This is an optimization exercise on Yosys and OpenROAD, whose aim is small area, a short achievable clock period and few clock cycles per item, not a production implementation.
In this exercise RTL edits were held to simulation tests only and were not proved equivalent to the original.
Power figures rest on the tool's default switching activity, not on a simulated workload.

[design/flow/design.v]
`timescale 1ns / 1ps
module bin2bcd(
    input clk,
    input reset,
    input start,               
    input [11:0] bin_in,       
    output reg [15:0] bcd_out,  
    output reg done             
);
    wire [11:0] x = bin_in;
    wire [13:0] s;          
    wire i_27, i_28, i_29, i_30, i_31, i_32, i_33, i_34, i_35, i_36, i_37, i_38, i_39, i_40, i_41, i_42, i_43, i_44, i_45, i_46, i_47, i_48, i_49, i_50, i_51, i_52, i_53, i_54, i_55, i_56, i_57, i_58, i_59, i_60, i_61, i_62, i_63, i_64, i_65, i_66, i_67, i_68, i_69, i_71, i_72, i_74, i_76, i_78, i_79, i_80, i_81, i_82, i_83, i_84, i_85, i_86, i_88, i_89, i_91, i_92, i_94;
    assign i_27 = ~x[9]& x[11];
    assign i_28 = x[8]& ~x[10];
    assign i_29 = i_27 & ~i_28;
    assign i_30 = x[9]& ~x[11];
    assign i_31 = ~x[8]& x[10];
    assign i_32 = i_30 & ~i_31;
    assign i_33 = ~i_29 & ~i_32;
    assign i_34 = ~x[7]& ~i_33;
    assign i_35 = ~x[10]& i_27;
    assign i_36 = x[10]& ~i_27;
    assign i_37 = ~x[8]& ~i_30;
    assign i_38 = i_36 & ~i_37;
    assign i_39 = ~i_35 & ~i_38;
    assign i_40 = x[8]& ~i_39;
    assign i_41 = ~x[8]& i_39;
    assign i_42 = ~i_40 & ~i_41;
    assign i_43 = i_34 & ~i_42;
    assign i_44 = ~i_33 & ~i_43;
    assign i_45 = i_36 & i_37;
    assign i_46 = x[8]& i_35;
    assign i_47 = ~i_45 & ~i_46;
    assign i_48 = ~i_44 & i_47;
    assign i_49 = ~x[7]& ~i_48;
    assign i_50 = ~i_42 & ~i_49;
    assign i_51 = ~i_34 & ~i_50;
    assign i_52 = ~x[6]& i_51;
    assign i_53 = x[7]& i_48;
    assign i_54 = ~i_49 & ~i_53;
    assign i_55 = i_52 & i_54;
    assign i_56 = x[7]& ~i_47;
    assign i_57 = ~i_43 & ~i_56;
    assign i_58 = x[6]& ~i_57;
    assign i_59 = ~i_55 & ~i_58;
    assign i_60 = i_51 & ~i_55;
    assign i_61 = i_57 & ~i_60;
    assign i_62 = ~x[6]& ~i_61;
    assign i_63 = i_54 & ~i_62;
    assign i_64 = ~i_52 & ~i_63;
    assign i_65 = ~x[5]& i_64;
    assign i_66 = x[6]& i_61;
    assign i_67 = ~i_62 & ~i_66;
    assign i_68 = i_65 & i_67;
    assign i_69 = i_64 & ~i_68;
    assign s[8]= ~i_59 | i_69;
    assign i_71 = ~x[5]& s[8];
    assign i_72 = x[5]& ~s[8];
    assign s[5]= i_71 | i_72;
    assign i_74 = i_67 & ~i_71;
    assign s[6]= ~i_65 & ~i_74;
    assign i_76 = x[5]& ~i_59;
    assign s[7]= i_68 | i_76;
    assign i_78 = x[11]& ~i_35;
    assign i_79 = ~i_36 & i_48;
    assign i_80 = i_78 & i_79;
    assign i_81 = ~i_48 & ~i_78;
    assign i_82 = x[11]& i_38;
    assign i_83 = ~i_81 & ~i_82;
    assign i_84 = i_61 & i_83;
    assign i_85 = ~i_39 & ~i_78;
    assign i_86 = ~i_84 & i_85;
    assign s[12]= i_80 | i_86;
    assign i_88 = i_61 & s[12];
    assign i_89 = ~i_61 & ~s[12];
    assign s[9]= i_88 | i_89;
    assign i_91 = i_61 & i_85;
    assign i_92 = i_83 & ~i_88;
    assign s[10]= ~i_91 & ~i_92;
    assign i_94 = ~i_80 & ~i_91;
    assign s[11]= ~i_88 & ~i_94;
    assign s[13]= i_78 & ~i_79;
    assign s[0]= x[0];
    assign s[1]= x[1];
    assign s[2]= x[2];
    assign s[3]= x[3];
    assign s[4]= x[4];
    reg [13:0] s_q;
    always @(posedge clk)
        s_q <= s;
    always @(posedge clk or posedge reset)
    begin
        if (reset)
            done <= 1'b0;
        else
            done <= start;
    end
    wire [13:0] y = s_q;
    wire [15:0] o;
    wire o_32, o_33, o_34, o_35, o_36, o_37, o_38, o_39, o_40, o_41, o_42, o_43, o_44, o_45, o_46, o_47, o_48, o_49, o_50, o_51, o_52, o_53, o_54, o_55, o_56, o_57, o_58, o_59, o_60, o_61, o_62, o_63, o_64, o_65, o_66, o_67, o_68, o_69, o_70, o_72, o_73, o_75, o_76, o_78, o_80, o_81, o_82, o_83, o_84, o_85, o_86, o_87, o_88, o_89, o_90, o_91, o_92, o_93, o_94, o_95, o_96, o_97, o_98, o_99, o_100, o_101, o_102, o_103, o_104, o_105, o_106, o_107, o_108, o_109, o_110, o_111, o_112, o_113, o_114, o_115, o_116, o_117, o_118, o_120, o_121, o_123, o_124, o_126, o_128, o_129, o_130, o_131, o_132, o_133, o_134, o_135, o_136, o_137, o_138, o_139, o_140, o_142, o_143, o_144, o_145, o_146, o_148, o_149, o_151, o_152, o_154;
    assign o_32 = ~y[4]& y[6];
    assign o_33 = y[5]& ~o_32;
    assign o_34 = ~y[4]& y[7];
    assign o_35 = ~o_33 & ~o_34;
    assign o_36 = ~y[3]& ~o_35;
    assign o_37 = ~y[5]& o_32;
    assign o_38 = y[6]& ~o_37;
    assign o_39 = ~y[7]& ~o_38;
    assign o_40 = ~y[4]& ~o_39;
    assign o_41 = y[4]& o_39;
    assign o_42 = ~o_40 & ~o_41;
    assign o_43 = ~o_36 & ~o_42;
    assign o_44 = y[4]& y[7];
    assign o_45 = ~o_37 & ~o_44;
    assign o_46 = ~y[3]& ~o_45;
    assign o_47 = ~o_43 & ~o_46;
    assign o_48 = ~y[2]& ~o_47;
    assign o_49 = o_36 & o_42;
    assign o_50 = ~o_35 & ~o_49;
    assign o_51 = o_45 & ~o_50;
    assign o_52 = ~y[3]& ~o_51;
    assign o_53 = y[3]& o_51;
    assign o_54 = ~o_52 & ~o_53;
    assign o_55 = o_48 & o_54;
    assign o_56 = y[3]& ~o_45;
    assign o_57 = ~o_49 & ~o_56;
    assign o_58 = y[2]& ~o_57;
    assign o_59 = ~o_55 & ~o_58;
    assign o_60 = ~o_48 & ~o_54;
    assign o_61 = ~y[2]& ~o_57;
    assign o_62 = ~o_60 & ~o_61;
    assign o_63 = ~y[1]& ~o_62;
    assign o_64 = ~o_47 & ~o_55;
    assign o_65 = o_57 & ~o_64;
    assign o_66 = ~y[2]& ~o_65;
    assign o_67 = y[2]& o_65;
    assign o_68 = ~o_66 & ~o_67;
    assign o_69 = o_63 & o_68;
    assign o_70 = ~o_62 & ~o_69;
    assign o[4]= ~o_59 | o_70;
    assign o_72 = ~y[1]& o[4];
    assign o_73 = y[1]& ~o[4];
    assign o[1]= o_72 | o_73;
    assign o_75 = ~o_63 & ~o_68;
    assign o_76 = ~y[1]& ~o_59;
    assign o[2]= o_75 | o_76;
    assign o_78 = y[1]& ~o_59;
    assign o[3]= o_69 | o_78;
    assign o_80 = ~y[8]& y[10];
    assign o_81 = y[9]& ~o_80;
    assign o_82 = ~y[8]& y[11];
    assign o_83 = ~o_81 & ~o_82;
    assign o_84 = o_39 & ~o_83;
    assign o_85 = ~y[9]& o_80;
    assign o_86 = y[10]& ~o_85;
    assign o_87 = ~y[11]& ~o_86;
    assign o_88 = ~y[8]& ~o_87;
    assign o_89 = y[8]& o_87;
    assign o_90 = ~o_88 & ~o_89;
    assign o_91 = ~o_84 & ~o_90;
    assign o_92 = y[8]& y[11];
    assign o_93 = ~o_85 & ~o_92;
    assign o_94 = o_39 & ~o_93;
    assign o_95 = ~o_91 & ~o_94;
    assign o_96 = o_51 & ~o_95;
    assign o_97 = o_84 & o_90;
    assign o_98 = ~o_83 & ~o_97;
    assign o_99 = o_93 & ~o_98;
    assign o_100 = o_39 & ~o_99;
    assign o_101 = ~o_39 & o_99;
    assign o_102 = ~o_100 & ~o_101;
    assign o_103 = o_96 & o_102;
    assign o_104 = ~o_39 & ~o_93;
    assign o_105 = ~o_97 & ~o_104;
    assign o_106 = ~o_51 & ~o_105;
    assign o_107 = ~o_103 & ~o_106;
    assign o_108 = ~o_96 & ~o_102;
    assign o_109 = o_51 & ~o_105;
    assign o_110 = ~o_108 & ~o_109;
    assign o_111 = o_65 & ~o_110;
    assign o_112 = ~o_95 & ~o_103;
    assign o_113 = o_105 & ~o_112;
    assign o_114 = o_51 & ~o_113;
    assign o_115 = ~o_51 & o_113;
    assign o_116 = ~o_114 & ~o_115;
    assign o_117 = o_111 & o_116;
    assign o_118 = ~o_110 & ~o_117;
    assign o[8]= ~o_107 | o_118;
    assign o_120 = o_65 & o[8];
    assign o_121 = ~o_65 & ~o[8];
    assign o[5]= o_120 | o_121;
    assign o_123 = ~o_111 & ~o_116;
    assign o_124 = o_65 & ~o_107;
    assign o[6]= o_123 | o_124;
    assign o_126 = ~o_65 & ~o_107;
    assign o[7]= o_117 | o_126;
    assign o_128 = y[13]& o_87;
    assign o_129 = ~y[12]& o_128;
    assign o_130 = ~o_99 & o_129;
    assign o_131 = ~y[13]& ~o_87;
    assign o_132 = y[12]& ~o_128;
    assign o_133 = o_99 & o_132;
    assign o_134 = ~o_131 & o_133;
    assign o_135 = ~o_130 & ~o_134;
    assign o_136 = o_128 & ~o_130;
    assign o_137 = o_131 & ~o_133;
    assign o_138 = ~o_136 & ~o_137;
    assign o_139 = o_113 & ~o_138;
    assign o_140 = o_132 & ~o_134;
    assign o[13]= o_129 | o_140;
    assign o_142 = o_99 & o[13];
    assign o_143 = ~o_99 & ~o[13];
    assign o_144 = ~o_142 & ~o_143;
    assign o_145 = o_139 & o_144;
    assign o_146 = ~o_138 & ~o_145;
    assign o[12]= ~o_135 | o_146;
    assign o_148 = o_113 & o[12];
    assign o_149 = ~o_113 & ~o[12];
    assign o[9]= o_148 | o_149;
    assign o_151 = ~o_139 & ~o_144;
    assign o_152 = o_113 & ~o_135;
    assign o[10]= o_151 | o_152;
    assign o_154 = ~o_113 & ~o_135;
    assign o[11]= o_145 | o_154;
    assign o[14]= y[13]& ~o_129;
    assign o[15]= 1'b0;
    assign o[0]= y[0];
    always @(*)
        bcd_out = o;
endmodule
[design/flow/flow/run.sh]
#!/bin/bash
# Own flow: the standard layout (standard.sh), with these changes:
#  - synthesis maps the logic with its own ABC scripts: flow/abc_in.script for
#    the logic before the registers, flow/abc_out.script for the logic after
#    them (flow/my_synth.tcl); Yosys does not extract half/full adders
#    (ADDER_MAP_FILE empty); everything else in synthesis is the standard
#    script (synth_recipe.tcl);
#  - ports are buffered with sky130_fd_sc_hd__buf_1 instead of the default buffer.
# Each tool's output goes to a log file of its own in the work folder.
set -euo pipefail
W=$(pwd)
F=$W/flow
export MY_ABC_IN=$F/abc_in.script
export MY_ABC_OUT=$F/abc_out.script
export FLOW_SYNTH_TCL=$W/synth_recipe.tcl
make -C "$FLOW_HOME" DESIGN_CONFIG="$W/config.mk" WORK_HOME="$W/orfs" CLKGATE_MAP_FILE= \
  SYNTH_SCRIPT="$F/my_synth.tcl" ADDER_MAP_FILE= synth > "$W/synth.log" 2>&1
export BUFFER_PORTS_ARGS="-buffer_cell sky130_fd_sc_hd__buf_1"
bash standard.sh > "$W/layout.log" 2>&1
[design/flow/flow/abc_in.script]
strash
dch
map -D 2500
topo
stime -c
[design/flow/flow/abc_out.script]
strash
dch
map -D 1650
topo
stime -c
[design/flow/flow/my_synth.tcl]
# The standard synthesis script (synth_recipe.tcl), with only ABC's mapping
# scripts replaced. The logic in the input cone of the output ports (after the
# registers) is mapped with MY_ABC_OUT, the rest (before the registers) with
# MY_ABC_IN. Yosys's -import skips commands that already exist, so this abc
# wrapper is the one synth.tcl calls.
proc abc {args} {
  set i [lsearch -exact $args -script]
  set a_out $args
  set a_in $args
  if {$i >= 0} {
    lset a_out [expr {$i + 1}] $::env(MY_ABC_OUT)
    lset a_in [expr {$i + 1}] $::env(MY_ABC_IN)
  }
  yosys select -set my_out_cone o:* %cie*
  yosys abc {*}$a_out @my_out_cone
  yosys select -clear
  yosys abc {*}$a_in
}
source $::env(FLOW_SYNTH_TCL)
[design/flow/standard.sh]
#!/bin/bash
# synth_recipe.tcl (not shown) runs the flow's synth.tcl, then flattens the netlist and writes it again
# the make line also repeats each setting of config.mk as NAME=value (left out here)
make -C /OpenROAD-flow-scripts/flow DESIGN_CONFIG=/design/flow/config.mk WORK_HOME=/design/flow/orfs CLKGATE_MAP_FILE= SYNTH_SCRIPT=/design/flow/synth_recipe.tcl "${@:-finish}"
[design/flow/config.mk]
export PLATFORM = sky130hd
export DESIGN_NAME = bin2bcd
export DESIGN_NICKNAME = bin2bcd
export VERILOG_FILES = /design/flow/design.v
export SDC_FILE = /design/flow/constraint.sdc
export NUM_CORES = 4
export LEC_CHECK = 0
export CAP_MARGIN = 20
export CORE_AREA = 2.3 2.72 59.8 59.84
export DIE_AREA = 0 0 62 62
export SLEW_MARGIN = 20
[design/flow/constraint.sdc]
create_clock -name core_clock -period 5.0 [get_ports {clk}]
set_input_delay 1.0000 -clock core_clock [delete_from_list [all_inputs] [get_ports {clk}]]
set_output_delay 1.0000 -clock core_clock [all_outputs]
set_load 0.01 [all_outputs]
==> impl_metrics.toml, run 1 <==
[sta]
timing.final.crit_share_pct = 76.1
setup_violations = 0
rsz0062_at_grt = "no"
drv_slew = 0
clock.fmax_mhz = 263
hold_viol = 0
finalSetupTns_ns = 0
finalHoldWorstSlack_ns = 0.510
period_needed_ns = 3.81

[detailed_routing]
dr.pass1.iters = 4
vias = 1130
ant_nets = 0
post-route-drc-count = 0
viasPerCell = 4.43
wirelength_microns = 1880
detail_route.wl_per_cell_microns = 7.37
drtIter0Drc = 60

[die]
num_io_pins = 32
die-area_sq_um = 3840
die_y_microns = 62
initial_core_util_pct = 33.6
rows = 21
core-area_sq_um = 3280
die-width_microns = 62

[power_and_ir_drop]
powerDensity_nw_per_um2 = 504
p_leak_nw = 0.518
ir_worst_vdd_uv = 99.9

[yosys]
ys_seq_elements = 15
seq_area_frac_synth_pct = 27.6
syn_avg_cell_area_sq_um = 6.24
postSynthCellCount = 177
synth_cell_types = 24
syn_area_sq_um = 1100
synth_fp_nets = 192
yosys_warnings = 1

[finish]
design_area_sq_um = 1290
post_route_cells_drive_above_1_share_pct = 4.78
final_util_pct = 39.2
multi_input_area_sq_um = 657
seq_area_sq_um = 305
antenna_cells = 0
post_layout_nonfiller_instances = 255
final_net_count = 225
n_fill_cell = 391
syn_to_final_growth_pct = 16.5

[clock_tree]
numCtsBuffers = 3
cts_hold_buffers = 0
clkSinkCount = 15
cts_resized = 0
cts_setup_buffers = 0
cts_max_level = 1
clockBufferDepth = 2
clk_pin_slew_ns = 0.09
cts_tree = "yes"
cts_root_buffer = "clkbuf_4"

[grt]
antenna_found_initial = 0
grt-ovfl-total = 0
grt_pass1_vias = 916
grt_max_degree = 10
grt_pass1_wl_microns = 3390
track_usage_pct = 11.8

[critical_path]
cp_max_fo = 5
startpoint_type = "flop"
end_kind = "primary output"
critPathKind = "reg2out"
crit_buf_inv = 1
crit_chain = "o21ai_0 > nand2_1 > xor2_1 > nand2_1 > a21boi_0 > nand2_1 > nand2_1 > nand2_1 > a21oi_1 > xor2_1 > nand2_1 > nand2_1 > nand2_1 > xor2_1 > buf_1"
arrival_ns = 2.81
cp_num_cells = 15
crit_family = "compound AO/OA/AOI/OAI gates"
critPathSlowestCell = "dfxtp_1"
required_ns = 4.00
cp_slowest_stage_delay_ns = 0.33
cpMostUsedCell = "nand2_1"

[worst_hold_path]
min_path_type = "in2async"

[placement]
place_congestion = 0.728
dp_hpwl_microns = 1650
dpl-instance-area_sq_um = 1260
placed_cells = 251
numPortBuffers = 30

[status]
status = "finished clean"

[run]
maxCapViolCount = 0
final cells by class:
class	instances	share of cell area, %
clock inverters	1	0.389
repair buffers	30	8.75
well taps	46	4.47
clock buffers	3	1.75
flip-flops and latches	15	23.7
inverters	34	9.91
multi-input cells	126	51.0
layer usage:
| metal | wire length, microns | GRT usage (%) | vias to the layer above |
|---|---|---|---|
| met2 | 898 | 19.6 | 15 |
| met5 | 0 | 0 | - |
| met4 | 27 | 7.29 | 0 |
| met3 | 55 | 1.86 | 2 |
| li1 | - | - | 643 |
| met1 | 898 | 14.1 | 470 |
Yosys cell counts, drive strengths merged:
master	number	area share [%]
o21bai	2	1.4
and2	2	1.4
a22oi	5	3.4
nand3	3	1.4
a21boi	1	0.68
nor2	18	6.1
or2	3	1.7
clkinv	34	12
a21oi	8	3.6
a211oi	1	0.68
dfxtp	14	25
o22ai	9	5.1
nor3	1	0.45
xnor2	2	1.6
o21a	2	1.4
o22a	1	0.91
xor2	9	7.1
conb	1	0.34
a32oi	1	0.79
buf	2	1.4
nor4	1	0.57
nand2	39	13
o21ai	17	7.7
dfrtp	1	2.3
state kept, by name, summed over array words and instances, names as in the netlist:
signal / flops
s_q: 14
done: 1
placed cells by master, fill, tap and decap left out, types with 2 or more instances in the layout:
| cell type | netlist | routed |
|---|---|---|
| dfxtp_1 | 14 | 14 |
| o21a_1 | 2 | 2 |
| xor2_1 | 9 | 9 |
| or2_2 | 3 | 3 |
| o21bai_1 | 2 | 2 |
| clkinv_1 | 34 | 34 |
| o21ai_0 | 17 | 17 |
| nor2_1 | 18 | 18 |
| and2_2 | 2 | 2 |
| a22oi_1 | 5 | 5 |
| buf_1 | 0 | 30 |
| xnor2_1 | 2 | 2 |
| o22ai_1 | 9 | 9 |
| nand2_1 | 39 | 39 |
| nand3_1 | 3 | 3 |
| clkbuf_4 | 0 | 3 |
| a21oi_1 | 8 | 8 |
metrics by stage:
stage	setup WS (ns)	total power, mW
final	1.19	0.649
after global routing	0.793	0.739
after CTS	1.14	0.659
after detailed placement	1.03	0.592
after global placement	1.12	0.585
after floorplan	1.50	0.483
worst paths after layout:
| check | start | to | slack [ns] |
|---|---|---|---|
| max | s_q[4]$_DFF_P_ | bcd_out[1] | 1.19 |
| max in group asynchronous | reset | done$_DFF_PP0_ | 4.41 |
| min | reset | done$_DFF_PP0_ | 0.51 |
| min in group core_clock | bin_in[1] | s_q[1]$_DFF_P_ | 0.81 |
power by group:
group / switching, mW / internal (mW)
sequential: 0.0115 / 0.138
combinational: 0.279 / 0.156
clock: 0.0351 / 0.0296
logic make-up (layout without fill, tap and decap cells):
group | after synthesis | after routing | share of synthesized area, %
and+or+nand+nor | 67 | 67 | 24.8
AOI/OAI and AO/OA | 47 | 47 | 25.6
buffers and inverters | 36 | 68 | 12.9
DFF | 15 | 15 | 27.6
xor gates and xnor gates | 11 | 11 | 8.72
other | 1 | 1 | 0.339
Testbench counts, summed over its fixed seeds: cycles 3,200, conversions 3,200.
==> run 2: changes to the inputs <==
==> design/flow/flow/abc_out.script (replaced) <==
strash
dch
map -D 1850
topo
stime -c
==> run 2 against run 1 <==
  * Total power is 0.94% lower
  * Clock power is 1% higher
  * Largest power group unchanged
  * Critical path type unchanged
  * Still clean on timing, DRC and antenna
  * Maximum frequency is 2.6% lower
  * Die area stayed put
==> impl_metrics.toml, run 2 <==
[sta]
timing.final.crit_share_pct = 78.2
finalSetupTns_ns = 0
hold_viol = 0
rsz0062_at_grt = "no"
period_needed_ns = 3.91
finalHoldWorstSlack_ns = 0.513
drv_slew = 0
setup_violations = 0
clock.fmax_mhz = 256

[die]
initial_core_util_pct = 33.7
die-area_sq_um = 3840
core-area_sq_um = 3280
die_y_microns = 62
num_io_pins = 32
rows = 21
die-width_microns = 62

[grt]
grt_pass1_vias = 841
grt-ovfl-total = 0
track_usage_pct = 10.4
antenna_found_initial = 0
grt_pass1_wl_microns = 3020
grt_max_degree = 9

[finish]
syn_to_final_growth_pct = 16.4
final_cell_mix = "38 x clkinv_1, 37 x nand2_1, 30 x buf_1"
final_net_count = 229
layout_commonest_cell = "clkinv_1"
antenna_cells = 0
top_regs = "s_q (14), done (1)"
post_route_cells_drive_above_1_share_pct = 3.76
regMostFlops = "s_q"
largest_reg_flops = 14

[critical_path]
cpMostUsedCell = "nand2_1"
critPathSlowestCell = "dfxtp_1"
critPathKind = "reg2out"
cp_max_fo = 4
cp_slowest_stage_delay_ns = 0.35
arrival_ns = 2.91
end_kind = "primary output"
required_ns = 4.00
crit_chain = "clkinv_1 > a21oi_1 > nor2_1 > clkinv_1 > nor2_1 > nand2_1 > nand2_1 > nand2_1 > nor3b_1 > nand2_1 > nand3_1 > nand2_1 > xor2_1 > or2_2 > nand2_1 > nand2_1 > xor2_1 > buf_1"
crit_buf_inv = 3
crit_family = "simple AND/OR/NAND/NOR gates"
startpoint_type = "flop"

[clock_tree]
clkSinkCount = 15
numCtsBuffers = 3
clk_pin_slew_ns = 0.08
cts_root_buffer = "clkbuf_4"
cts_resized = 0
clockBufferDepth = 2
cts_hold_buffers = 0
cts_max_level = 1
cts_setup_buffers = 0
cts_tree = "yes"

[yosys]
synth_top_area_cell = "dfxtp_1"
synth_flop_cell = "dfxtp_1"
syn_avg_cell_area_sq_um = 6.12
seq_area_frac_synth_pct = 27.6
synth.area.top_cells = "dfxtp_1 25%, clkinv_1 13%, nand2_1 13%"
postSynthCellCount = 181
yosys_warnings = 1
synth_fp_nets = 196
synth_cell_types = 23
synth_edf_count = 0
synthArstFlopShare_pct = 6.67
synth_top_area_share_pct = 25.3
yosys-top-cells-count = "38 x clkinv_1, 37 x nand2_1, 23 x nor2_1, 17 x o21ai_0, 14 x dfxtp_1"
ys_seq_elements = 15
syn_area_sq_um = 1110
synth_most_common_cell = "clkinv_1"

[power_and_ir_drop]
clockPowerShare_pct = 10.2
powerDensity_nw_per_um2 = 499
p_seq_share_pct = 22.8
comb_power_share_pct = 67.0
switchingPower_mw = 0.321
ir_worst_vdd_uv = 118
p_leak_nw = 0.521
switching_share_pct = 50.0
internal-power_mw = 0.321

[status]
status = "finished clean"

[placement]
numPortBuffers = 30
place_congestion = 0.800
dp_hpwl_microns = 1640

[detailed_routing]
wirelength_microns = 1820
viasPerCell = 4.39
ant_nets = 0
drtIter0Drc = 25
detail_route.wl_per_cell_microns = 7.02
post-route-drc-count = 0
dr.pass1.iters = 4
vias = 1138

[run]
maxCapViolCount = 0

[worst_hold_path]
min_path_type = "in2async"
run 2: cell types whose count changed after synthesis, sizes merged, moves of 2 or more:
| cell | change |
|---|---|
| clkinv | +4 |
| xor2 | +3 |
| a21oi | +3 |
| nor2 | +5 |
| nand2 | -2 |
| a22oi | -3 |
run 2: cell families (layout without fill, tap and decap cells):
group           after synthesis  in the layout  share of synthesized area (%)
simple gates                 69             69                           25.3
other cells                   1              1                          0.339
xor+xnor                     13             13                           10.3
buf+inv                      40             72                           14.2
flops                        15             15                           27.6
compound gates               43             43                           22.3
run 2: final cells by class:
cell class	instances	area, sq um
clock buffer	4	26.3
timing repair buffer	30	113
fill	384	2000
multi-input combinational	126	644
tap	46	57.6
inverter	38	143
sequential	15	305
run 2: through the flow:
stage	std cells	setup WS (ns)	instance area [sq um]	utilization (%)	total power [mW]
global route	259	0.652	1290	39.2	0.734
detailed placement	255	1.03	1260	38.4	0.586
floorplan	181	1.50	1110	-	0.480
finish	259	1.09	1290	39.2	0.643
global placement	255	1.13	1260	38.4	0.583
CTS	259	1.04	1290	39.2	0.653
run 2: power groups by stage:
stage | Clock, mW | Sequential (mW) | Combinational, mW
floorplan | 0 | 0.148 | 0.332
global route | 0.0732 | 0.149 | 0.512
global placement | 0 | 0.149 | 0.434
CTS | 0.0684 | 0.147 | 0.438
finish | 0.0656 | 0.146 | 0.431
detailed placement | 0 | 0.149 | 0.437
run 2: final timing paths:
kind                           startpoint  slack [ns]  cells past startpoint        endpoint
min in group core_clock         bin_in[3]        0.81                      1  s_q[3]$_DFF_P_
hold / removal                      reset        0.51                      2  done$_DFF_PP0_
max in group asynchronous           reset        4.41                      2  done$_DFF_PP0_
setup / recovery           s_q[4]$_DFF_P_        1.09                     18      bcd_out[9]
run 2: per-layer routing:
metal  global-route usage, %  up-vias  share of wire [%]
met5                       0        -                  0
met4                    6.38        0                2.3
met3                    1.86        4                4.0
met2                    16.8       24                 46
met1                    12.8      471                 48
li1                        -      639                  -
==> run 3: changes to the inputs <==
==> design/flow/flow/abc_in.script (replaced) <==
strash
dch
map -D 2000
topo
stime -c
==> design/flow/flow/abc_out.script (replaced) <==
strash
dch
map -D 1750
topo
stime -c
--- a/design/flow/config.mk
+++ b/design/flow/config.mk
@@ -9,2 +9,4 @@
 export CORE_AREA = 2.3 2.72 59.8 59.84
+export CTS_CLUSTER_DIAMETER = 100
+export CTS_CLUSTER_SIZE = 30
 export DIE_AREA = 0 0 62 62
==> run 3 against run 2 <==
  * Clock power fell by 4.9%
  * Non-clock buffer count did not move
  * Cell count fell by 1.9%
  * Highest routed layer unchanged
  * Count of clock-buffer cells in the layout did not move
  * Utilization fell by 0.53 points
  * Global-route usage rose by 0.49 points
  * Wire length fell by 0.66%
  * Die area did not move
  * Still clean
  * Largest power group unchanged
  * Sequential power barely moved
  * Critical path depth fell by 5
==> impl_metrics.toml, run 3 <==
[status]
status = "finished clean"

[critical_path]
crit_chain = "o21ai_0 > nand2_1 > xor2_1 > a21oi_1 > nor2_1 > clkinv_1 > o21ai_0 > nand2_1 > xor2_1 > o21ai_0 > nand2_1 > xor2_1 > buf_1"
cp_max_fo = 5
crit_buf_inv = 2
critPathKind = "reg2out"
required_ns = 4.00
cp_slowest_stage_delay_ns = 0.32
arrival_ns = 2.71
startpoint_type = "flop"
critPathSlowestCell = "dfxtp_1"
crit_family = "simple AND/OR/NAND/NOR gates"
end_kind = "primary output"

[die]
initial_core_util_pct = 33.2
die_y_microns = 62
die-width_microns = 62
rows = 21
core-area_sq_um = 3280
die-area_sq_um = 3840
num_io_pins = 32

[grt]
grt_max_degree = 9
grt_pass1_vias = 886
grt_pass1_wl_microns = 3190
grt-ovfl-total = 0
track_usage_pct = 10.9
antenna_found_initial = 0

[sta]
clock.fmax_mhz = 269
drv_slew = 0
rsz0062_at_grt = "no"
worst_slack_ns = 1.29
timing.final.crit_share_pct = 74.3
finalHoldWorstSlack_ns = 0.520
setup_violations = 0
hold_viol = 0
finalSetupTns_ns = 0
period_needed_ns = 3.71

[yosys]
synth_top_family_by_area = "simple AND/OR/NAND/NOR gates"
synth.area.top_cells = "dfxtp_1 26%, nand2_1 15%, clkinv_1 11%"
synthArstFlopShare_pct = 6.67
synthMuxAreaShare_pct = 0
synth_most_common_cell = "nand2_1"
yosys-top-cells-count = "45 x nand2_1, 32 x clkinv_1, 19 x nor2_1, 15 x o21ai_0, 14 x dfxtp_1"
synth_fp_nets = 191
syn_avg_cell_area_sq_um = 6.19
synth_simple_gate_area_share_pct = 25.9
yosys.area_share.adder_pct = 0
synth_flop_cell = "dfxtp_1"
synth_cell_types = 23
synth_top_area_cell = "dfxtp_1"
synth_xor_area_share_pct = 9.64
synth_top_area_share_pct = 25.7
synth_compound_area_share_pct = 23.7
postSynthCellCount = 176
yosys_warnings = 1
syn_area_sq_um = 1090
ys_seq_elements = 15
seq_area_frac_synth_pct = 28.0
synth_edf_count = 0

[finish]
syn_to_final_growth_pct = 16.6
regMostFlops = "s_q"
final_util_pct = 38.7
final_net_count = 224
largest_reg_flops = 14
top_regs = "s_q (14), done (1)"
post_route_cells_drive_above_1_share_pct = 4.33
n_fill_cell = 370
layout_commonest_cell = "nand2_1"
antenna_cells = 0
final_cell_mix = "45 x nand2_1, 32 x clkinv_1, 30 x buf_1"

[detailed_routing]
vias = 1095
drtIter0Drc = 54
ant_nets = 0
viasPerCell = 4.31
post-route-drc-count = 0
dr.pass1.iters = 4
detail_route.wl_per_cell_microns = 7.11
wirelength_microns = 1810

[clock_tree]
clockBufferDepth = 2
cts_resized = 0
numCtsBuffers = 3
cts_root_buffer = "clkbuf_4"
cts_hold_buffers = 0
clk_pin_slew_ns = 0.08
clkSinkCount = 15
cts_tree = "yes"
cts_setup_buffers = 0
cts_max_level = 1

[power_and_ir_drop]
finalPower_mw = 0.620
clockPowerShare_pct = 10.1
internal-power_mw = 0.314
comb_power_share_pct = 66.2
powerDensity_nw_per_um2 = 488
p_seq_share_pct = 23.7
ir_worst_vdd_uv = 105
switchingPower_mw = 0.306
switching_share_pct = 49.4
p_leak_nw = 0.537

[placement]
numPortBuffers = 30
dp_hpwl_microns = 1610
place_congestion = 0.724
pre_cts_ws_ns = 1.50

[run]
maxCapViolCount = 0

[worst_hold_path]
min_path_type = "in2async"
[run 3: kinds of logic after synthesis]
family / Yosys count
and+or+nand+nor: 71
AOI/OAI and AO/OA: 43
buffers and inverters: 34
DFF: 15
xor gates and xnor gates: 12
other: 1
[run 3: layout make-up]
cell class	instances	area, sq um	share of cell area (%)
inverters	32	120	9.45
well taps	46	57.6	4.53
clock buffers	4	26.3	2.07
repair buffers	30	113	8.86
multi-input cells	127	649	51.1
flip-flops and latches	15	305	24.0
[run 3: metrics by stage]
step / cells / instance area (sq um)
after floorplan: 176 / 1090
after global placement: 250 / 1240
after detailed placement: 250 / 1240
after CTS: 254 / 1270
after global routing: 254 / 1270
final: 254 / 1270
[run 3: layer usage]
layer,track usage [%],up-vias,part of all wire (%)
met5,0,-,0
met2,18.8,20,46
met1,13.0,442,49
met3,1.86,2,3.3
li1,-,631,-
met4,5.47,0,1.5
[run 3: power by group through the flow]
stage               clock [mW]  combinational, mW  sequential [mW]
floorplan                    0              0.316            0.148
global placement             0              0.413            0.150
detailed placement           0              0.416            0.150
CTS                     0.0666              0.417            0.147
global route            0.0726              0.487            0.150
finish                  0.0624              0.411            0.147
[run 3: worst paths after layout]
check	start	end	slack, ns	cells after the start
max in group asynchronous	reset	done$_DFF_PP0_	4.40	2
setup / recovery	s_q[4]$_DFF_P_	bcd_out[5]	1.29	13
min in group core_clock	bin_in[3]	s_q[3]$_DFF_P_	0.82	1
hold / removal	reset	done$_DFF_PP0_	0.52	2
==> run 4: changes to the inputs <==
--- a/design/flow/config.mk
+++ b/design/flow/config.mk
@@ -9,2 +9,3 @@
 export CORE_AREA = 2.3 2.72 59.8 59.84
+export CTS_BUF_LIST = sky130_fd_sc_hd__clkbuf_8
 export CTS_CLUSTER_DIAMETER = 100
==> run 4 against run 3 <==
  * Synthesized cell count did not move
  * Wire length rose by 1.9%
  * Combinational power is essentially flat
  * Total power is 4.8% higher
  * Largest power group unchanged
  * Flip-flop and latch count unchanged
  * Largest cell class unchanged
  * Critical endpoint is now bcd_out[9]
  * Cell area grew 1.5%
==> impl_metrics.toml, run 4 <==
[status]
status = "finished clean"

[finish]
regMostFlops = "s_q"
syn_to_final_growth_pct = 18.4
antenna_cells = 0
n_fill_cell = 373
final_cell_mix = "45 x nand2_1, 32 x clkinv_1, 30 x buf_1"
post_route_cells_drive_above_1_share_pct = 4.33
design_area_sq_um = 1290
top_regs = "s_q (14), done (1)"
layout_commonest_cell = "nand2_1"
final_net_count = 224
largest_reg_flops = 14

[yosys]
synthArstFlopShare_pct = 6.67
syn_area_sq_um = 1090
syn_avg_cell_area_sq_um = 6.19
synth_top_area_cell = "dfxtp_1"
synth_cell_types = 23
yosys_warnings = 1
yosys-top-cells-count = "45 x nand2_1, 32 x clkinv_1, 19 x nor2_1, 15 x o21ai_0, 14 x dfxtp_1"
synth_most_common_cell = "nand2_1"
postSynthCellCount = 176
yosys.area_share.adder_pct = 0
ys_seq_elements = 15
synth.area.top_cells = "dfxtp_1 26%, nand2_1 15%, clkinv_1 11%"
synth_edf_count = 0
seq_area_frac_synth_pct = 28.0
synth_fp_nets = 191
synth_simple_gate_area_share_pct = 25.9
synth_compound_area_share_pct = 23.7
synth_xor_area_share_pct = 9.64
synth_flop_cell = "dfxtp_1"
synthMuxAreaShare_pct = 0
synth_top_area_share_pct = 25.7
synth_top_family_by_area = "simple AND/OR/NAND/NOR gates"

[sta]
setup_violations = 0
period_needed_ns = 3.68
clock.fmax_mhz = 271
finalSetupTns_ns = 0
drv_slew = 0
hold_viol = 0
timing.final.crit_share_pct = 73.7
worst_slack_ns = 1.32
rsz0062_at_grt = "no"

[placement]
dpl-instance-area_sq_um = 1240
numPortBuffers = 30
place_congestion = 0.724
pre_cts_ws_ns = 1.50
dp_hpwl_microns = 1610

[clock_tree]
cts_tree = "yes"
cts_root_buffer = "clkbuf_8"
numCtsBuffers = 3
cts_setup_buffers = 0
cts_resized = 0
clkSinkCount = 15
clockBufferDepth = 2
cts_max_level = 1
clk_pin_slew_ns = 0.05
cts_hold_buffers = 0

[grt]
grt_max_degree = 9
grt-ovfl-total = 0
antenna_found_initial = 0
grt_pass1_vias = 890
grt_pass1_wl_microns = 3230
track_usage_pct = 11.5

[die]
initial_core_util_pct = 33.2
die-area_sq_um = 3840
num_io_pins = 32
die-width_microns = 62
rows = 21
die_y_microns = 62
core-area_sq_um = 3280

[critical_path]
cpMostUsedCell = "nand2_1"
startpoint_type = "flop"
critPathSlowestCell = "dfxtp_1"
cp_slowest_stage_delay_ns = 0.40
cp_max_fo = 5
arrival_ns = 2.68
end_kind = "primary output"
required_ns = 4.00
crit_chain = "nor2_1 > o22ai_1 > clkinv_1 > nor2_1 > nand2_1 > nand2_1 > nand2_1 > nor3b_1 > nand2_1 > nand3_1 > nand2_1 > xor2_1 > o21ai_0 > nand2_1 > xor2_1 > buf_1"
critPathKind = "reg2out"

[detailed_routing]
detail_route.wl_per_cell_microns = 7.25
wirelength_microns = 1840
dr.pass1.iters = 4
post-route-drc-count = 0
vias = 1103
viasPerCell = 4.34
ant_nets = 0
drtIter0Drc = 45

[power_and_ir_drop]
ir_worst_vdd_uv = 122
powerDensity_nw_per_um2 = 504
p_leak_nw = 0.549

[worst_hold_path]
min_path_type = "in2async"

[run]
maxCapViolCount = 0
==> run 4: cell count changes in the layout (fill, tap and decap cells not counted), sizes merged <==
cell,delta
inv,+1
clkbuf,-1
==> run 4: critical path: cells and delay by family (launching register included) <==
family / cells / cell delay (ns)
simple gates: 10 / 1.15
compound gates: 2 / 0.35
flops: 1 / 0.40
xor+xnor: 2 / 0.30
buf+inv: 2 / 0.24
==> run 4: metrics by stage <==
step	hold WS, ns	util [%]	std cells	total power, mW
final	0.549	39.3	254	0.650
after CTS	0.547	39.3	254	0.658
after global placement	0.805	37.9	250	0.562
after floorplan	0.723	-	176	0.464
after detailed placement	0.811	37.9	250	0.566
after global routing	0.553	39.3	254	0.738
==> run 4: layer usage <==
metal  part of all wire (%)  global-route usage (%)  vias up
met2                     45                    18.6       23
met4                    3.5                    9.12        0
met5                      0                       0        -
met1                     48                    12.9      445
li1                       -                       -      631
met3                    3.7                    2.48        4
==> run 4: cells by family (layout without fill, tap and decap cells) <==
kind of cell,Yosys count,after routing
flip-flops,15,15
AND/OR/NAND/NOR,71,71
buffers and inverters,34,66
XOR/XNOR,12,12
other,1,1
AO/OA/AOI/OAI,43,43
==> run 4: final cells by class <==
cell class | count | area (sq um) | area share, %
Tap cell | 46 | 57.6 | 4.46
Clock inverter | 1 | 3.75 | 0.291
Sequential cell | 15 | 305 | 23.7
Inverter | 32 | 120 | 9.31
Multi-Input combinational cell | 127 | 649 | 50.3
Timing Repair Buffer | 30 | 113 | 8.73
Clock buffer | 3 | 41.3 | 3.20
==> run 4: worst paths after layout <==
| check | startpoint | endpoint | slack [ns] | cells past startpoint |
|---|---|---|---|---|
| setup / recovery | s_q[8]$_DFF_P_ | bcd_out[9] | 1.32 | 16 |
| hold / removal | reset | done$_DFF_PP0_ | 0.55 | 2 |
| max in group asynchronous | reset | done$_DFF_PP0_ | 4.37 | 2 |
| min in group core_clock | bin_in[4] | s_q[4]$_DFF_P_ | 0.84 | 1 |
==> run 4: where the power goes <==
group          total, mW  internal (mW)  switching (mW)
Sequential         0.147          0.137          0.0102
Clock             0.0920         0.0543          0.0377
Combinational      0.411          0.146           0.264
==> run 5: changes to the inputs <==
--- a/design/flow/config.mk
+++ b/design/flow/config.mk
@@ -9,6 +9,4 @@
 export CORE_AREA = 2.3 2.72 59.8 59.84
-export CTS_BUF_LIST = sky130_fd_sc_hd__clkbuf_8
-export CTS_CLUSTER_DIAMETER = 100
-export CTS_CLUSTER_SIZE = 30
 export DIE_AREA = 0 0 62 62
+export SETUP_SLACK_MARGIN = 1.3
 export SLEW_MARGIN = 20
==> run 5 against run 4 <==
  * Hold slack lost 0.030 ns
  * Count of clock-buffer cells in the layout grew 1
  * Sequential share of layout area is 2.4 points lower
  * Maximum frequency is 4.5% higher
  * Sequential power is essentially flat
  * Cell area up 13%
  * Area after synthesis unchanged
  * Flip-flop and latch count stayed put
  * Combinational power increased by 25%
  * Die area unchanged
  * First-iteration DRC count is 4.4% lower
  * Clock power down 32%
  * Largest power group unchanged
==> impl_metrics.toml, run 5 <==
[status]
status = "finished clean"

[grt]
grt-ovfl-total = 0
track_usage_pct = 11.1
grt-busiest-layer = "met2"
grt_pass1_vias = 897
grt_pass1_wl_microns = 3250
antenna_found_initial = 0
grt_max_degree = 9
grt_use_met3_pct = 1.86
use_met1_pct = 13.1
grt_util_met2_pct = 19.2

[yosys]
synthArstFlopShare_pct = 6.67
synth_cell_types = 23
yosys-top-cells-count = "45 x nand2_1, 32 x clkinv_1, 19 x nor2_1, 15 x o21ai_0, 14 x dfxtp_1"
synth_top_area_share_pct = 25.7
synth_flop_cell = "dfxtp_1"
synth_top_area_cell = "dfxtp_1"
yosys_warnings = 1
seq_area_frac_synth_pct = 28.0
syn_area_sq_um = 1090
synth_most_common_cell = "nand2_1"
synth_edf_count = 0
synth_fp_nets = 191
synth.area.top_cells = "dfxtp_1 26%, nand2_1 15%, clkinv_1 11%"
syn_avg_cell_area_sq_um = 6.19
ys_seq_elements = 15
postSynthCellCount = 176

[finish]
multi_input_area_sq_um = 763
regMostFlops = "s_q"
design_area_sq_um = 1460
final_cell_mix = "39 x nand2_1, 29 x clkinv_1, 27 x buf_1"
largest_reg_flops = 14
syn_to_final_growth_pct = 34.1
post_route_cells_drive_above_1_share_pct = 23.0
final_util_pct = 44.5
n_fill_cell = 354
antenna_cells = 0
final_net_count = 233
layout_commonest_cell = "nand2_1"
seq_area_sq_um = 310
top_regs = "s_q (14), done (1)"

[detailed_routing]
detail_route.wl_per_cell_microns = 7.48
ant_nets = 0
vias = 1139
viasPerCell = 4.33
wirelength_microns = 1970
drtIter0Drc = 43
post-route-drc-count = 0
dr.pass1.iters = 4

[sta]
period_needed_ns = 3.53
rsz0062_at_grt = "no"
setup_violations = 0
clock.fmax_mhz = 284
hold_viol = 0
finalSetupTns_ns = 0
drv_slew = 0
timing.final.crit_share_pct = 70.5

[critical_path]
crit_family = "simple AND/OR/NAND/NOR gates"
critPathKind = "reg2out"
arrival_ns = 2.53
required_ns = 4.00
crit_buf_inv = 2
cp_slowest_stage_delay_ns = 0.33
crit_chain = "o21ai_2 > nand2_2 > buf_4 > nor2_2 > nand2_1 > nand2_2 > nand2_4 > nor3b_4 > nand2_1 > nand3_2 > nand2_2 > xor2_2 > o21ai_1 > nand2_1 > xor2_1 > buf_2"
cp_max_fo = 3
critPathSlowestCell = "dfxtp_2"
cp_num_cells = 16
startpoint_type = "flop"
end_kind = "primary output"

[clock_tree]
cts_max_level = 1
cts_root_buffer = "clkbuf_4"
clockBufferDepth = 2
clk_pin_slew_ns = 0.08
clkSinkCount = 15
numCtsBuffers = 3
cts_tree = "yes"
cts_hold_buffers = 0

[worst_hold_path]
min_path_type = "in2async"

[placement]
dp_hpwl_microns = 1610
place_congestion = 0.724
numPortBuffers = 30
dpl-instance-area_sq_um = 1240

[power_and_ir_drop]
p_leak_nw = 0.621
ir_worst_vdd_uv = 116
powerDensity_nw_per_um2 = 498

[die]
core-area_sq_um = 3280
rows = 21
die-area_sq_um = 3840
num_io_pins = 32
die_y_microns = 62
initial_core_util_pct = 33.2
die-width_microns = 62

[run]
maxCapViolCount = 0
run 5: cell counts after synthesis:
Identical to the previous run, type by type.
run 5: layout make-up:
| cell class | count | area share (%) |
|---|---|---|
| multi-input combinational | 127 | 52.2 |
| timing repair buffer | 39 | 12.6 |
| tap | 46 | 3.94 |
| sequential | 15 | 21.2 |
| inverter | 32 | 8.22 |
| clock buffer | 4 | 1.80 |
run 5: logic make-up (layout without fill, tap and decap cells):
logic type | Yosys count | count (layout) | synth area share [%]
AO/OA/AOI/OAI | 43 | 43 | 23.7
other | 1 | 1 | 0.344
flip-flops | 15 | 15 | 28.0
buffers and inverters | 34 | 75 | 12.4
XOR/XNOR | 12 | 12 | 9.64
AND/OR/NAND/NOR | 71 | 71 | 25.9
run 5: final timing paths:
| kind | end | startpoint | slack, ns |
|---|---|---|---|
| setup / recovery | bcd_out[9] | s_q[5]$_DFF_P_ | 1.47 |
| hold / removal | done$_DFF_PP0_ | reset | 0.52 |
| max in group asynchronous | done$_DFF_PP0_ | reset | 4.40 |
| min in group core_clock | s_q[4]$_DFF_P_ | bin_in[4] | 0.81 |
run 5: through the flow:
| stage | power [mW] | cells | setup slack, ns | hold slack (ns) |
|---|---|---|---|---|
| after global placement | 0.562 | 250 | 1.51 | 0.805 |
| after floorplan | 0.464 | 176 | 1.77 | 0.723 |
| final | 0.728 | 263 | 1.47 | 0.518 |
| after global routing | 0.819 | 263 | 1.25 | 0.505 |
| after detailed placement | 0.566 | 250 | 1.50 | 0.811 |
| after CTS | 0.633 | 254 | 1.32 | 0.508 |
run 5: repair_timing:
item | 4_1_cts | 5_1_grt
buffers inserted | 0 | 9
resized for setup | 2 | 38
endpoints found under the setup margin | 2 | 12
gates cloned | 0 | 0
pin swaps | 0 | 14
run 5: power breakdown:
part	switching, mW	internal [mW]
sequential	0.0123	0.138
combinational	0.303	0.212
clock	0.0321	0.0308
run 5: layer usage:
layer | vias to the layer above | part of all wire (%)
met3 | 2 | 2.9
met5 | - | 0
met1 | 473 | 46
met4 | 0 | 1.4
met2 | 20 | 49
li1 | 644 | -
==> run 6: changes to the inputs <==
--- a/design/flow/config.mk
+++ b/design/flow/config.mk
@@ -10,3 +10,3 @@
 export DIE_AREA = 0 0 62 62
-export SETUP_SLACK_MARGIN = 1.3
+export SETUP_SLACK_MARGIN = 1.5
 export SLEW_MARGIN = 20
==> run 6 against run 5 <==
  * Still clean on timing, DRC and antenna
  * Critical path depth fell by 2
  * Utilization rose by 1.1 points
  * Clock power barely moved
  * Highest routed layer unchanged
==> impl_metrics.toml, run 6 <==
[detailed_routing]
drtIter0Drc = 46
dr.pass1.iters = 4
ant_nets = 0
viasPerCell = 4.37
vias = 1170
wirelength_microns = 2060
detail_route.wl_per_cell_microns = 7.68
post-route-drc-count = 0

[worst_hold_path]
min_path_type = "in2async"

[finish]
syn_to_final_growth_pct = 37.5
post_route_cells_drive_above_1_share_pct = 27.0
layout_commonest_cell = "nand2_1"
multi_input_area_sq_um = 758
regMostFlops = "s_q"
n_fill_cell = 356
seq_area_sq_um = 314
antenna_cells = 0
top_regs = "s_q (14), done (1)"
final_net_count = 238
largest_reg_flops = 14
final_cell_mix = "38 x nand2_1, 28 x clkinv_1, 26 x buf_1"

[placement]
numPortBuffers = 30
dp_hpwl_microns = 1610
pre_cts_ws_ns = 1.50
place_congestion = 0.724

[yosys]
yosys-top-cells-count = "45 x nand2_1, 32 x clkinv_1, 19 x nor2_1, 15 x o21ai_0, 14 x dfxtp_1"
synth_top_family_by_area = "simple AND/OR/NAND/NOR gates"
synth.area.top_cells = "dfxtp_1 26%, nand2_1 15%, clkinv_1 11%"
synth_compound_area_share_pct = 23.7
syn_avg_cell_area_sq_um = 6.19
synth_simple_gate_area_share_pct = 25.9
synth_cell_types = 23
synth_most_common_cell = "nand2_1"
seq_area_frac_synth_pct = 28.0
synth_top_area_share_pct = 25.7
synth_edf_count = 0
yosys.area_share.adder_pct = 0
synth_xor_area_share_pct = 9.64
postSynthCellCount = 176
synthArstFlopShare_pct = 6.67
ys_seq_elements = 15
synth_top_area_cell = "dfxtp_1"
syn_area_sq_um = 1090
synth_fp_nets = 191
synthMuxAreaShare_pct = 0
yosys_warnings = 1
synth_flop_cell = "dfxtp_1"

[clock_tree]
clk_pin_slew_ns = 0.08
cts_tree = "yes"
clkSinkCount = 15
cts_hold_buffers = 0
cts_max_level = 1
cts_root_buffer = "clkbuf_4"
numCtsBuffers = 3
clockBufferDepth = 2

[grt]
grt_pass1_wl_microns = 3320
grt_max_degree = 9
grt_pass1_vias = 915
track_usage_pct = 11.4
grt-ovfl-total = 0
antenna_found_initial = 0

[power_and_ir_drop]
ir_worst_vdd_uv = 121
p_leak_nw = 0.648
powerDensity_nw_per_um2 = 506

[die]
die_y_microns = 62
core-area_sq_um = 3280
rows = 21
num_io_pins = 32
die-area_sq_um = 3840
initial_core_util_pct = 33.2
die-width_microns = 62

[sta]
finalSetupTns_ns = 0
timing.final.crit_share_pct = 68.1
period_needed_ns = 3.40
worst_slack_ns = 1.60
hold_viol = 0
clock.fmax_mhz = 294
rsz0062_at_grt = "yes"
setup_violations = 0
drv_slew = 0

[critical_path]
arrival_ns = 2.40
required_ns = 4.00
startpoint_type = "flop"
critPathKind = "reg2out"
end_kind = "primary output"
cp_max_fo = 4

[run]
maxCapViolCount = 0

[status]
status = "finished clean"
-- run 6: cell counts after synthesis --
No cell type changed its count.
-- run 6: stage by stage --
| stage | std cells | hold WS, ns | power, mW | area (sq um) | utilization [%] |
|---|---|---|---|---|---|
| finish | 268 | 0.518 | 0.759 | 1500 | 45.6 |
| global route | 268 | 0.503 | 0.851 | 1500 | 45.6 |
| CTS | 261 | 0.508 | 0.696 | 1370 | 41.7 |
| detailed placement | 250 | 0.811 | 0.566 | 1240 | 37.9 |
| global placement | 250 | 0.805 | 0.562 | 1240 | 37.9 |
| floorplan | 176 | 0.723 | 0.464 | 1090 | - |
-- run 6: cells by family (layout without fill, tap and decap cells) --
logic type / count (synthesis) / count (layout)
AO/OA/AOI/OAI: 43 / 43
XOR/XNOR: 12 / 12
buffers and inverters: 34 / 80
flip-flops: 15 / 15
other: 1 / 1
AND/OR/NAND/NOR: 71 / 71
-- run 6: worst max path at each step --
| stage | start | to | slack (ns) |
|---|---|---|---|
| final | s_q[5]$_DFF_P_ | bcd_out[5] | 1.60 |
| after global routing | s_q[5]$_DFF_P_ | bcd_out[1] | 1.34 |
| after CTS | s_q[8]$_DFF_P_ | bcd_out[5] | 1.49 |
| after detailed placement | bin_in[11] | s_q[6]$_DFF_P_ | 1.50 |
| after global placement | bin_in[11] | s_q[6]$_DFF_P_ | 1.51 |
| after floorplan | s_q[8]$_DFF_P_ | bcd_out[9] | 1.77 |
-- run 6: what timing repair did --
action                                  4_1_cts  5_1_grt
buffers inserted                              7        7
pin swaps                                     9       22
hold endpoints to repair                      0        0
resized for setup                            14       30
gates cloned                                  0        0
endpoints found under the setup margin        8       13
-- run 6: area by class of cell --
cell class | count | area share [%]
sequential | 15 | 21.0
inverter | 32 | 8.01
timing repair buffer | 44 | 14.9
tap | 46 | 3.84
multi-input combinational | 127 | 50.6
clock buffer | 4 | 1.75
-- run 6: power breakdown --
group	total, mW	leakage, nW	internal, mW	switching (mW)
Sequential	0.152	0.130	0.139	0.0131
Clock	0.0629	0.0150	0.0308	0.0321
Combinational	0.544	0.502	0.238	0.306
-- run 6: critical path, stage by stage (launching register included) --
cell and delay [ns]:
dfxtp_2 0.33, o21ai_2 0.17, nand2_2 0.12, xor2_2 0.20, a21oi_2 0.08, nor2_2 0.15, xor2_1 0.21, nand2_1 0.10
nand2_1 0.08, nand2_2 0.07, buf_4 0.15, o21ai_1 0.11, nand2_1 0.08, xor2_1 0.16, buf_2 0.13
-- run 6: routing by layer --
metal  track usage, %  vias to the layer above  share of wire, %
met2             20.5                       20                51
met5                0                        -                 0
met4             5.47                        0               1.3
li1                 -                      658                 -
met1             12.9                      490                44
met3             1.86                        2               2.8
==> run 7: changes to the inputs <==
--- a/design/flow/config.mk
+++ b/design/flow/config.mk
@@ -10,3 +10,2 @@
 export DIE_AREA = 0 0 62 62
-export SETUP_SLACK_MARGIN = 1.5
 export SLEW_MARGIN = 20
==> run 7 against run 6 <==
  * Combinational power fell by 24%
  * Largest cell class unchanged
  * First-iteration DRC count rose by 17%
  * Via count fell by 6.4%
  * Critical endpoint unchanged
==> impl_metrics.toml, run 7 <==
[yosys]
synth_edf_count = 0
syn_area_sq_um = 1090
synth_fp_nets = 191
synth.area.top_cells = "dfxtp_1 26%, nand2_1 15%, clkinv_1 11%"
syn_avg_cell_area_sq_um = 6.19
synth_most_common_cell = "nand2_1"
synth_flop_cell = "dfxtp_1"
synth_top_area_cell = "dfxtp_1"
ys_seq_elements = 15
yosys_warnings = 1
postSynthCellCount = 176
synth_cell_types = 23
seq_area_frac_synth_pct = 28.0
synthArstFlopShare_pct = 6.67
synth_top_area_share_pct = 25.7
yosys-top-cells-count = "45 x nand2_1, 32 x clkinv_1, 19 x nor2_1, 15 x o21ai_0, 14 x dfxtp_1"

[power_and_ir_drop]
ir_worst_vdd_uv = 105
p_leak_nw = 0.537
powerDensity_nw_per_um2 = 488

[die]
initial_core_util_pct = 33.2
rows = 21
die_y_microns = 62
die-width_microns = 62
die-area_sq_um = 3840
num_io_pins = 32
core-area_sq_um = 3280

[detailed_routing]
vias = 1095
drtIter0Drc = 54
post-route-drc-count = 0
viasPerCell = 4.31
ant_nets = 0
dr.pass1.iters = 4
wirelength_microns = 1810
detail_route.wl_per_cell_microns = 7.11

[placement]
numPortBuffers = 30
dp_hpwl_microns = 1610
place_congestion = 0.724

[critical_path]
critPathKind = "reg2out"
startpoint_type = "flop"
crit_chain = "o21ai_0 > nand2_1 > xor2_1 > a21oi_1 > nor2_1 > clkinv_1 > o21ai_0 > nand2_1 > xor2_1 > o21ai_0 > nand2_1 > xor2_1 > buf_1"
required_ns = 4.00
critPathSlowestCell = "dfxtp_1"
end_kind = "primary output"
cp_max_fo = 5
arrival_ns = 2.71
cp_slowest_stage_delay_ns = 0.32

[grt]
grt_max_degree = 9
antenna_found_initial = 0
grt-ovfl-total = 0
grt_pass1_wl_microns = 3190
grt_pass1_vias = 886
track_usage_pct = 10.9

[clock_tree]
clkSinkCount = 15
cts_root_buffer = "clkbuf_4"
cts_hold_buffers = 0
cts_setup_buffers = 0
cts_resized = 0
cts_tree = "yes"
clk_pin_slew_ns = 0.08
clockBufferDepth = 2
cts_max_level = 1
numCtsBuffers = 3

[sta]
finalSetupTns_ns = 0
setup_violations = 0
rsz0062_at_grt = "no"
clock.fmax_mhz = 269
drv_slew = 0
finalHoldWorstSlack_ns = 0.520
timing.final.crit_share_pct = 74.3
period_needed_ns = 3.71
hold_viol = 0

[finish]
layout_commonest_cell = "nand2_1"
final_net_count = 224
n_fill_cell = 370
regMostFlops = "s_q"
antenna_cells = 0
top_regs = "s_q (14), done (1)"
syn_to_final_growth_pct = 16.6
final_cell_mix = "45 x nand2_1, 32 x clkinv_1, 30 x buf_1"
post_route_cells_drive_above_1_share_pct = 4.33
largest_reg_flops = 14

[run]
maxCapViolCount = 0

[worst_hold_path]
min_path_type = "in2async"

[status]
status = "finished clean"
==> run 7: changes by cell type in the layout (fill, tap and decap cells not counted), sizes merged <==
cell and delta:
clkinv +4, clkbuf -1, buf -13, inv -4
==> run 7: cell families (layout without fill, tap and decap cells) <==
group	Yosys count	count (layout)	synth area share (%)
simple gates	71	71	25.9
compound gates	43	43	23.7
buf+inv	34	66	12.4
flops	15	15	28.0
xor+xnor	12	12	9.64
other cells	1	1	0.344
==> run 7: critical path, delay by kind of cell, from the launching register on <==
| family | cells | cell delay (ns) |
|---|---|---|
| AND/OR/NAND/NOR | 4 | 0.63 |
| buffers and inverters | 2 | 0.33 |
| XOR/XNOR | 3 | 0.61 |
| AO/OA/AOI/OAI | 4 | 0.55 |
| flip-flops | 1 | 0.32 |
==> run 7: layout make-up <==
type	instances	area (sq um)	share of cell area (%)
Multi-Input combinational cell	127	649	51.1
Sequential cell	15	305	24.0
Inverter	32	120	9.45
Timing Repair Buffer	30	113	8.86
Tap cell	46	57.6	4.53
Clock buffer	4	26.3	2.07
==> run 7: final timing paths <==
| kind | start | endpoint | slack (ns) | cells after the start |
|---|---|---|---|---|
| worst min-delay path | reset | done$_DFF_PP0_ | 0.52 | 2 |
| worst max-delay path | s_q[4]$_DFF_P_ | bcd_out[5] | 1.29 | 13 |
| max in group asynchronous | reset | done$_DFF_PP0_ | 4.40 | 2 |
| min in group core_clock | bin_in[3] | s_q[3]$_DFF_P_ | 0.82 | 1 |
==> run 7: per-stage QoR <==
step / utilization, % / cells / cell area (sq um) / total power [mW] / setup WS, ns
finish: 38.7 / 254 / 1270 / 0.620 / 1.29
global route: 38.7 / 254 / 1270 / 0.710 / 0.802
CTS: 38.7 / 254 / 1270 / 0.631 / 1.25
detailed placement: 37.9 / 250 / 1240 / 0.566 / 1.50
global placement: 37.9 / 250 / 1240 / 0.562 / 1.51
floorplan: - / 176 / 1090 / 0.464 / 1.77
==> run 7: where the power goes <==
group | leakage [nW] | total, mW | switching [mW] | internal (mW)
sequential | 0.129 | 0.147 | 0.0104 | 0.137
combinational | 0.392 | 0.411 | 0.264 | 0.146
clock | 0.0150 | 0.0624 | 0.0316 | 0.0308
==> run 7: routing by layer <==
metal  part of all wire (%)  routed length (microns)  vias up  GRT usage, %
met3                    3.3                       59        2          1.86
met5                      0                        0        -             0
li1                       -                        -      631             -
met1                     49                      890      442          13.0
met4                    1.5                       27        0          5.47
met2                     46                      828       20          18.8
==> run 8: changes to the inputs <==
--- a/design/flow/flow/run.sh
+++ b/design/flow/flow/run.sh
@@ -18,2 +18,3 @@
 export BUFFER_PORTS_ARGS="-buffer_cell sky130_fd_sc_hd__buf_1"
+export SETUP_MOVE_SEQUENCE=sizeup
 bash standard.sh > "$W/layout.log" 2>&1
--- a/design/flow/config.mk
+++ b/design/flow/config.mk
@@ -10,2 +10,3 @@
 export DIE_AREA = 0 0 62 62
+export SETUP_SLACK_MARGIN = 1.4
 export SLEW_MARGIN = 20
==> run 8 against run 7 <==
  * Setup slack better by 0.31 ns
  * Sequential power grew 5%
  * Still clean
  * Cell count stayed put
  * First-iteration DRC count did not move
  * Flip-flop and latch count stayed put
  * Clock power hardly changed
  * Combinational power up 17%
  * Hold slack hardly changed
  * Total power rose by 12%
  * Wire length is 5.1% higher
  * Count of clock-buffer cells in the layout unchanged
==> impl_metrics.toml, run 8 <==
[finish]
multi_input_area_sq_um = 773
post_route_cells_drive_above_1_share_pct = 20.7
final_net_count = 224
seq_area_sq_um = 313
final_util_pct = 42.9
syn_to_final_growth_pct = 29.2
design_area_sq_um = 1410
regMostFlops = "s_q"
final_cell_mix = "37 x nand2_1, 27 x clkinv_1, 27 x buf_1"
top_regs = "s_q (14), done (1)"
layout_commonest_cell = "nand2_1"
largest_reg_flops = 14
antenna_cells = 0
n_fill_cell = 356
post_layout_nonfiller_instances = 254

[critical_path]
required_ns = 4.00
critPathSlowestCell = "dfxtp_4"
cp_slowest_stage_delay_ns = 0.37
cp_max_fo = 5
crit_path_start = "s_q[8]$_DFF_P_"
cpMostUsedCell = "nand2_2"
crit_buf_inv = 1
end_kind = "primary output"
startpoint_type = "flop"
crit_chain = "o21ai_2 > nand2_2 > xnor2_2 > nand2_1 > nand2_2 > nand2_4 > xor2_1 > o21ai_1 > nand2_2 > xor2_2 > o21ai_1 > nand2_1 > xor2_1 > buf_2"
crit_family = "XOR/XNOR gates"
critPathKind = "reg2out"
arrival_ns = 2.41

[sta]
drv_slew = 0
finalSetupTns_ns = 0
clock.fmax_mhz = 294
rsz0062_at_grt = "yes"
worst_slack_ns = 1.59
timing.final.crit_share_pct = 68.1
setup_violations = 0
hold_viol = 0
finalHoldWorstSlack_ns = 0.520
period_needed_ns = 3.41

[detailed_routing]
dr.pass1.iters = 4
drtIter0Drc = 54
ant_nets = 0
wirelength_microns = 1900
detail_route.wl_per_cell_microns = 7.48
viasPerCell = 4.40
post-route-drc-count = 0
vias = 1118

[yosys]
synthArstFlopShare_pct = 6.67
seq_area_frac_synth_pct = 28.0
postSynthCellCount = 176
synth_top_area_share_pct = 25.7
syn_area_sq_um = 1090
synth_top_area_cell = "dfxtp_1"
synth_cell_types = 23
synth.area.top_cells = "dfxtp_1 26%, nand2_1 15%, clkinv_1 11%"
yosys_warnings = 1
yosys-top-cells-count = "45 x nand2_1, 32 x clkinv_1, 19 x nor2_1, 15 x o21ai_0, 14 x dfxtp_1"
syn_avg_cell_area_sq_um = 6.19
synth_most_common_cell = "nand2_1"
ys_seq_elements = 15
synth_fp_nets = 191
synth_flop_cell = "dfxtp_1"
synth_edf_count = 0

[clock_tree]
clk_pin_slew_ns = 0.08
cts_hold_buffers = 0
cts_root_buffer = "clkbuf_4"
clkSinkCount = 15
cts_setup_buffers = 0
clockBufferDepth = 2
cts_resized = 12
cts_max_level = 1
cts_tree = "yes"
numCtsBuffers = 3

[placement]
placed_cells = 250
pre_cts_ws_ns = 1.50
dpl-instance-area_sq_um = 1240
numPortBuffers = 30
place_congestion = 0.724
dp_hpwl_microns = 1610

[power_and_ir_drop]
finalPower_mw = 0.696
powerDensity_nw_per_um2 = 494
ir_worst_vdd_uv = 109
p_leak_nw = 0.582

[die]
die-width_microns = 62
initial_core_util_pct = 33.2
rows = 21
num_io_pins = 32
die_y_microns = 62
core-area_sq_um = 3280
die-area_sq_um = 3840

[run]
maxCapViolCount = 0

[grt]
grt_pass1_wl_microns = 3240
grt_max_degree = 9
antenna_found_initial = 0
grt-ovfl-total = 0
track_usage_pct = 11.0
grt_pass1_vias = 892

[status]
status = "finished clean"

[worst_hold_path]
min_path_type = "in2async"
run 8: worst max-delay path by stage:
stage,to,slack (ns),depth (start not counted)
finish,bcd_out[5],1.59,14
global route,bcd_out[5],1.33,14
CTS,bcd_out[5],1.44,15
detailed placement,s_q[6]$_DFF_P_,1.50,21
global placement,s_q[6]$_DFF_P_,1.51,21
floorplan,bcd_out[9],1.77,15
run 8: kinds of logic after synthesis:
logic type	after synthesis	synth area share, %
AO/OA/AOI/OAI	43	23.7
buffers and inverters	34	12.4
XOR/XNOR	12	9.64
AND/OR/NAND/NOR	71	25.9
flip-flops	15	28.0
other	1	0.344
run 8: layout make-up:
| cell class | count | share of cell area (%) |
|---|---|---|
| multi-input cells | 127 | 54.9 |
| flip-flops and latches | 15 | 22.2 |
| inverters | 32 | 8.62 |
| repair buffers | 30 | 8.27 |
| well taps | 46 | 4.09 |
| clock buffers | 4 | 1.87 |
run 8: where the power goes:
| part | leakage, nW | total [mW] | switching [mW] | internal (mW) |
|---|---|---|---|---|
| Combinational | 0.437 | 0.479 | 0.296 | 0.183 |
| Clock | 0.0150 | 0.0627 | 0.0319 | 0.0308 |
| Sequential | 0.130 | 0.154 | 0.0149 | 0.139 |
run 8: per-layer routing:
| layer | global-route usage [%] | vias up | part of all wire [%] |
|---|---|---|---|
| met5 | 0 | - | 0 |
| met4 | 5.47 | 0 | 1.4 |
| met3 | 1.86 | 2 | 3.1 |
| met2 | 19.2 | 20 | 49 |
| met1 | 13.0 | 468 | 47 |
| li1 | - | 628 | - |

## separate check: timing with driven ports
The results above use ideal ports. As a check the final layouts listed here were re-extracted and re-timed, cells and wires unchanged.
Step 1, drivers: a clkbuf_16 drives clk and a buf_2 each remaining input, both assumed.
Step 2, shift: input delay + t, output delay - t, t = (earliest + latest rising clock arrival at the registers) / 2. This alone moves slack from input paths to output paths.
a / b / c = ideal ports / drivers / drivers and shift; a / b = the first two.
run | t (ns) | setup WS [ns] | pins driven straight from the clock port
run 1 | 0.292 | 1.193 / 1.172 / 1.029 | 1
run 2 | 0.295 | 1.089 / 1.068 / 1.049 | 1
run 3 | 0.285 | 1.287 / 1.266 / 1.524 | 1
run 4 | 0.270 | 1.315 / 1.289 / 1.518 | 1
run 5 | 0.287 | 1.475 / 1.454 / 1.517 | 1
run 6 | 0.287 | 1.596 / 1.575 / 1.548 | 1
run 7 | 0.285 | 1.287 / 1.266 / 1.524 | 1
run 8 | 0.285 | 1.595 / 1.574 / 1.519 | 1
After both steps every run listed still meets setup and hold. For run 1, which loses most, drivers alone change the setup slack by -0.021 ns; drivers and shift together by -0.164 ns.
